This is an optimization exercise on Yosys and OpenROAD, whose aim is small area, not a production implementation.

== run E ==
==> flow/design.v <==
`timescale 1ns / 1ps
module dd_step(
    input [2:0] e,
    input b,
    output [2:0] o,
    output c
);
    assign c    = e[2] | (e[1] & (e[0] | b));
    assign o[2] = (e[1] & ~e[0] & ~b) | (e[2] & b);
    assign o[1] = (~e[1] & e[0]) | (e[1] & e[0] & b) | (e[2] & ~b);
    assign o[0] = (~e[2] & ~e[1] & b) | (e[1] & e[0] & ~b) | (e[2] & ~b);
endmodule
module ChangeHtoD(
    input [31:0] bdata,
    output [15:0] odata
);
    wire [33*12-1:0] e;
    wire [33*4-1:0]  b;
    assign e[11:0] = 12'd0;
    assign b[3:0]  = 4'd0;
    genvar s, j;
    generate
        for (s = 0; s < 32; s = s + 1) begin : step
            wire [3:0] cy;
            for (j = 0; j < 4; j = j + 1) begin : dig
                dd_step u(.e(e[12*s+3*j+2:12*s+3*j]), .b(b[4*s+j]),
                          .o(e[12*(s+1)+3*j+2:12*(s+1)+3*j]), .c(cy[j]));
            end
            assign b[4*(s+1)+3:4*(s+1)] = {cy[2:0], bdata[31-s]};
        end
        for (j = 0; j < 4; j = j + 1) begin : outp
            assign odata[4*j+3:4*j] = {e[12*32+3*j+2:12*32+3*j], b[4*32+j]};
        end
    endgenerate
endmodule
`timescale 1ns / 1ps
module Digit_Decoder(
    input  [3:0]din,
    output reg [6:0]dout
    );
    always@(*) begin
        case(din)
            4'b0000: begin dout = 7'b0000001;end 
            4'b0001: begin dout = 7'b1001111;end 
            4'b0010: begin dout = 7'b0010010;end 
            4'b0011: begin dout = 7'b0000110;end 
            4'b0100: begin dout = 7'b1001100;end 
            4'b0101: begin dout = 7'b0100100;end 
            4'b0110: begin dout = 7'b0100000;end 
            4'b0111: begin dout = 7'b0001111;end 
            4'b1000: begin dout = 7'b0000000;end 
            4'b1001: begin dout = 7'b0000100;end 
            4'b1010: begin dout = 7'b0001000;end 
            4'b1011: begin dout = 7'b1100000;end 
            4'b1100: begin dout = 7'b0110001;end 
            4'b1101: begin dout = 7'b1000010;end 
            4'b1110: begin dout = 7'b0110000;end 
            4'b1111: begin dout = 7'b0111000;end 
        endcase
    end
endmodule
`timescale 1ns / 1ps
module DIS(
    input clk,
    input rst,
    input [31:0] len_a, len_b,
    output [7:0] an,
    output [6:0] c
    );
    reg clkd;
    reg [2:0] sel;
    reg [9:0] cnt;
    always @(posedge clk) begin
        if (rst) begin
            cnt <= 0;
            clkd <= 0;
        end
        else begin
            if (cnt == 999) cnt <= 0;
            else cnt <= cnt + 1;
            clkd <= (cnt == 999);
        end
    end
    always @(posedge clk) begin
        if (rst) sel <= 0;
        else if (clkd) sel <= sel + 1;
    end
    wire [31:0] len = sel[2] ? len_a : len_b;
    wire [15:0] d;
    ChangeHtoD conv(len, d);
    wire nz3 = d[15:12] != 0;
    wire nz2 = d[11:8] != 0;
    wire nz1 = d[7:4] != 0;
    reg lit;
    reg [3:0] digit;
    always @(*) begin
        case (sel[1:0])
        2'd0: begin lit = 1'b1;              digit = d[3:0];   end
        2'd1: begin lit = nz1 | nz2 | nz3;   digit = d[7:4];   end
        2'd2: begin lit = nz2 | nz3;         digit = d[11:8];  end
        default: begin lit = nz3;            digit = d[15:12]; end
        endcase
    end
    assign an = lit ? ~(8'b1 << sel) : 8'hFF;
    Digit_Decoder out(digit, c);
endmodule
`timescale 1ns / 1ps
module VSD(
    input pclk,
    input rst,
    input [11:0] pdata,
    output reg [10:0] hcount,
    output reg [9:0] vcount,
    output reg [11:0] vrgb,
    output reg hs, vs
);
    always @( posedge pclk ) begin
        if ( rst ) begin
            hcount <= 0;
            vcount <= 0;
        end
        else if ( hcount == 1039 ) begin
            hcount <= 0;
            if ( vcount == 665 ) vcount <= 0;
            else vcount <= vcount + 1;
        end
        else hcount <= hcount + 1;
    end
    always @( posedge pclk ) begin
        if ( rst ) hs <= 0;
        else begin
        if ( hcount == 856 ) hs <= 1;
        if ( hcount == 976 ) hs <= 0;
        end
    end
    always @( posedge pclk ) begin
        if ( rst ) vs <= 0;
        else begin
        if ( vcount == 637 ) vs <= 1;
        if ( vcount == 643 ) vs <= 0;
        end
    end
    wire vis = (hcount != 0) && (hcount <= 800) && (vcount <= 599);
    always @( posedge pclk ) begin
        if ( rst ) vrgb <= 0;
        else vrgb <= vis ? pdata : 12'h000;
    end
endmodule
`timescale 1ns / 1ps
module Info(
    input [7:0] h,
    input [9:0] v,
    input [11:0] head_A, body_A,
    input [11:0] head_B, body_B,
    input gbd,
    input [5:0] foodnum,
    input [2:0] food_time_left,
    input [3:0] state,
    input [1:0] vict,
    output [11:0] pdata
);
    wire [7:0] hm1 = h - 8'd1;
    wire [7:0] x = {2'b00, hm1[7:2]};
    wire [7:0] y = v[9:2];
    wire hA = x > 14 && x < 18 && y > 30 && y < 34;
    wire bA = x > 14 && x < 18 && y > 33 && y < 57;
    wire hB = x > 35 && x < 39 && y > 30 && y < 34;
    wire bB = x > 35 && x < 39 && y > 33 && y < 57;
    function tri_at(input [7:0] x, input [7:0] y, input [7:0] X, input [7:0] Y);
        tri_at = (x == X && y > Y - 3 && y < Y + 3) ||
                 (x == X + 1 && y > Y - 2 && y < Y + 2) ||
                 (x == X + 2 && y == Y);
    endfunction
    wire p0 = tri_at(x, y, 3, 10);
    wire p1 = tri_at(x, y, 3, 63);
    wire p2 = tri_at(x, y, 3, 122);
    wire p3 = tri_at(x, y, 3, 139);
    wire wA = tri_at(x, y, 6, 24);
    wire wB = tri_at(x, y, 27, 24);
    reg [2:0] fi, fj;
    reg fx, fy;
    integer k;
    always @(*) begin
        fx = 0; fj = 0;
        fy = 0; fi = 0;
        for (k = 0; k < 6; k = k + 1) begin
            if (x >= 9 + 6 * k && x < 12 + 6 * k) begin fx = 1; fj = k; end
            if (y >= 73 + 6 * k && y < 76 + 6 * k) begin fy = 1; fi = k; end
        end
    end
    wire food = fx & fy;
    wire [5:0] n = fi * 3'd6 + fj;
    wire food_black = (foodnum > 36) || ({1'b0, n} + {1'b0, foodnum} < 7'd36);
    wire food_dark = (n[1:0] == 2'b11);
    reg [2:0] tm;
    reg tx;
    always @(*) begin
        tx = 0; tm = 0;
        for (k = 0; k < 7; k = k + 1)
            if (x >= 6 + 6 * k && x < 9 + 6 * k) begin tx = 1; tm = k; end
    end
    wire tcell = tx && y >= 110 && y < 113;
    wire t_black = {1'b0, tm} + {1'b0, food_time_left} < 4'd7;
    wire white = (p0 & state[0]) | (p1 & state[1]) | (p2 & state[2]) | (p3 & state[3]);
    wire win = (wA & vict[1]) | (wB & vict[0]);
    wire other = hA | bA | hB | bB | p0 | p1 | p2 | p3 | wA | wB | food | tcell;
    wire bg = ~other & gbd;
    wire e3 = (food & ~food_black) | (tcell & ~t_black);    
    wire f0 = food & ~food_black & ~food_dark;              
    assign pdata = ({12{hA}} & head_A) | ({12{bA}} & body_A) |
                   ({12{hB}} & head_B) | ({12{bB}} & body_B) |
                   {12{white | bg}} |
                   {8'h00, {4{win}}} |
                   {8'h00, {3{e3}}, 1'b0} |
                   {1'b0, f0, 2'b00, f0, 6'b000000, f0};
endmodule
`timescale 1ns / 1ps
module display(
    input pclk,
    input rst,
    input [11:0] head_A, body_A, head_B, body_B,
    input game_board_data,
    input [15:0] snake_data,
    input [2:0] food_time,
    input [5:0] food_count,
    input [3:0] state,
    input [1:0] winner,
    input [31:0] len_a, len_b,
    output [12:0] raddr1, raddr2,
    output [11:0] rgb,
    output hs, vs,
    output [7:0] an,
    output [6:0] c
);
    wire [10:0] hcount;
    wire [9:0] vcount;
    wire [11:0] pdata;
    VSD VSD(
        .pclk(pclk), .rst(rst), .pdata(pdata),
        .hcount(hcount), .vcount(vcount),
        .vrgb(rgb), .hs(hs), .vs(vs)
    );
    assign raddr1 = hcount[9:2] + vcount[9:2] * 6'd50;
    assign raddr2 = hcount[9:3] - 13'd25 + vcount[9:3] * 7'd75;
    Info Info(
        .h(hcount[7:0]), .v(vcount),
        .head_A(head_A), .body_A(body_A),
        .head_B(head_B), .body_B(body_B),
        .gbd(game_board_data),
        .foodnum(food_count), .food_time_left(food_time),
        .state(state), .vict(winner),
        .pdata(pdata_panel)
    );
    wire [11:0] pdata_panel;
    wire panel = (hcount != 0) && (hcount <= 200);
    assign pdata = panel ? pdata_panel : snake_data[15:4];
    DIS LEN(.clk(pclk), .rst(rst), .len_a(len_a), .len_b(len_b), .an(an), .c(c));
endmodule
==> flow/config.mk <==
export PLATFORM = sky130hd
export DESIGN_NAME = display
export DESIGN_NICKNAME = display
export VERILOG_FILES = /design/flow/design.v
export SDC_FILE = /design/flow/constraint.sdc
export NUM_CORES = 4
export LEC_CHECK = 0
export ABC_AREA = 1
export CAP_MARGIN = 20
export CORE_MARGIN = 2
export CORE_UTILIZATION = 75
export PLACE_DENSITY = 0.85
export SLEW_MARGIN = 20
==> flow/constraint.sdc <==
create_clock -name core_clock -period 40.0 [get_ports {pclk}]
set_input_delay 8.0000 -clock core_clock [delete_from_list [all_inputs] [get_ports {pclk}]]
set_output_delay 8.0000 -clock core_clock [all_outputs]
set_load 0.01 [all_outputs]
run.sh (not shown) runs the stock make flow with config.mk's settings and CLKGATE_MAP_FILE= SYNTH_SCRIPT=/design/flow/synth_recipe.tcl, a recipe that flattens the netlist after the stock synthesis.
Flow for run E halted at global placement (3_3_place_gp), error code GPL-0301.
[inputs] run K vs run E
- changing PLACE_DENSITY from 0.85 to 0.75
- changing CORE_UTILIZATION from 75 to 55
### Flow results
Run K | status: complete | timing, DRC, antenna: pass
Reported for run K and run E, number of register bits inferred by synthesis turned out identical to the last digit.
Between run E and run K, the basic-gate share of the synthesized area counting and, or, nand and nor cells figures differ only marginally.
Per the comparison of run K with run E, row count went up by about 17%; synthesized instance count comparable; initial core utilization lost 21 points; total nets after synthesis roughly the same; number of different library cells in the post-synthesis netlist roughly the same.
Any difference in post-synthesis cell area between run E and run K is small enough to ignore.
Any difference in number of buffers added on ports between run E and run K is small enough to ignore.
Relative to run E, x dimension of the die increased by 16% in run K.
Run K: floorplan die height 24 um above run E
No run of this note included a check of the RTL's function; only the layout flow was run.

==> what the ideal ports hide <==
The flow's constraints put no driver on any port. The routed layout listed below was extracted and timed again, unchanged, in two steps. Step 1: set_driving_cell puts a clkbuf_16 on pclk and a buf_2 on each other input, an assumption about the parent block. Step 2 times the ports against the registers' clock, not the clock port: input delays grow and output delays shrink by t, the midpoint of the rising clock arrivals with the driver on. Slacks: ideal / step 1 / step 2; pairs: ideal / step 1.
run: run K
t (ns): 0.339
setup slack, ns: 13.616 / 13.593 / 13.593
hold slack, ns: 0.446 / 0.446 / 0.446
After both steps setup and hold are still met in run K. The setup slack of run K moves by -0.023 ns with the drivers and by -0.023 ns with both steps.
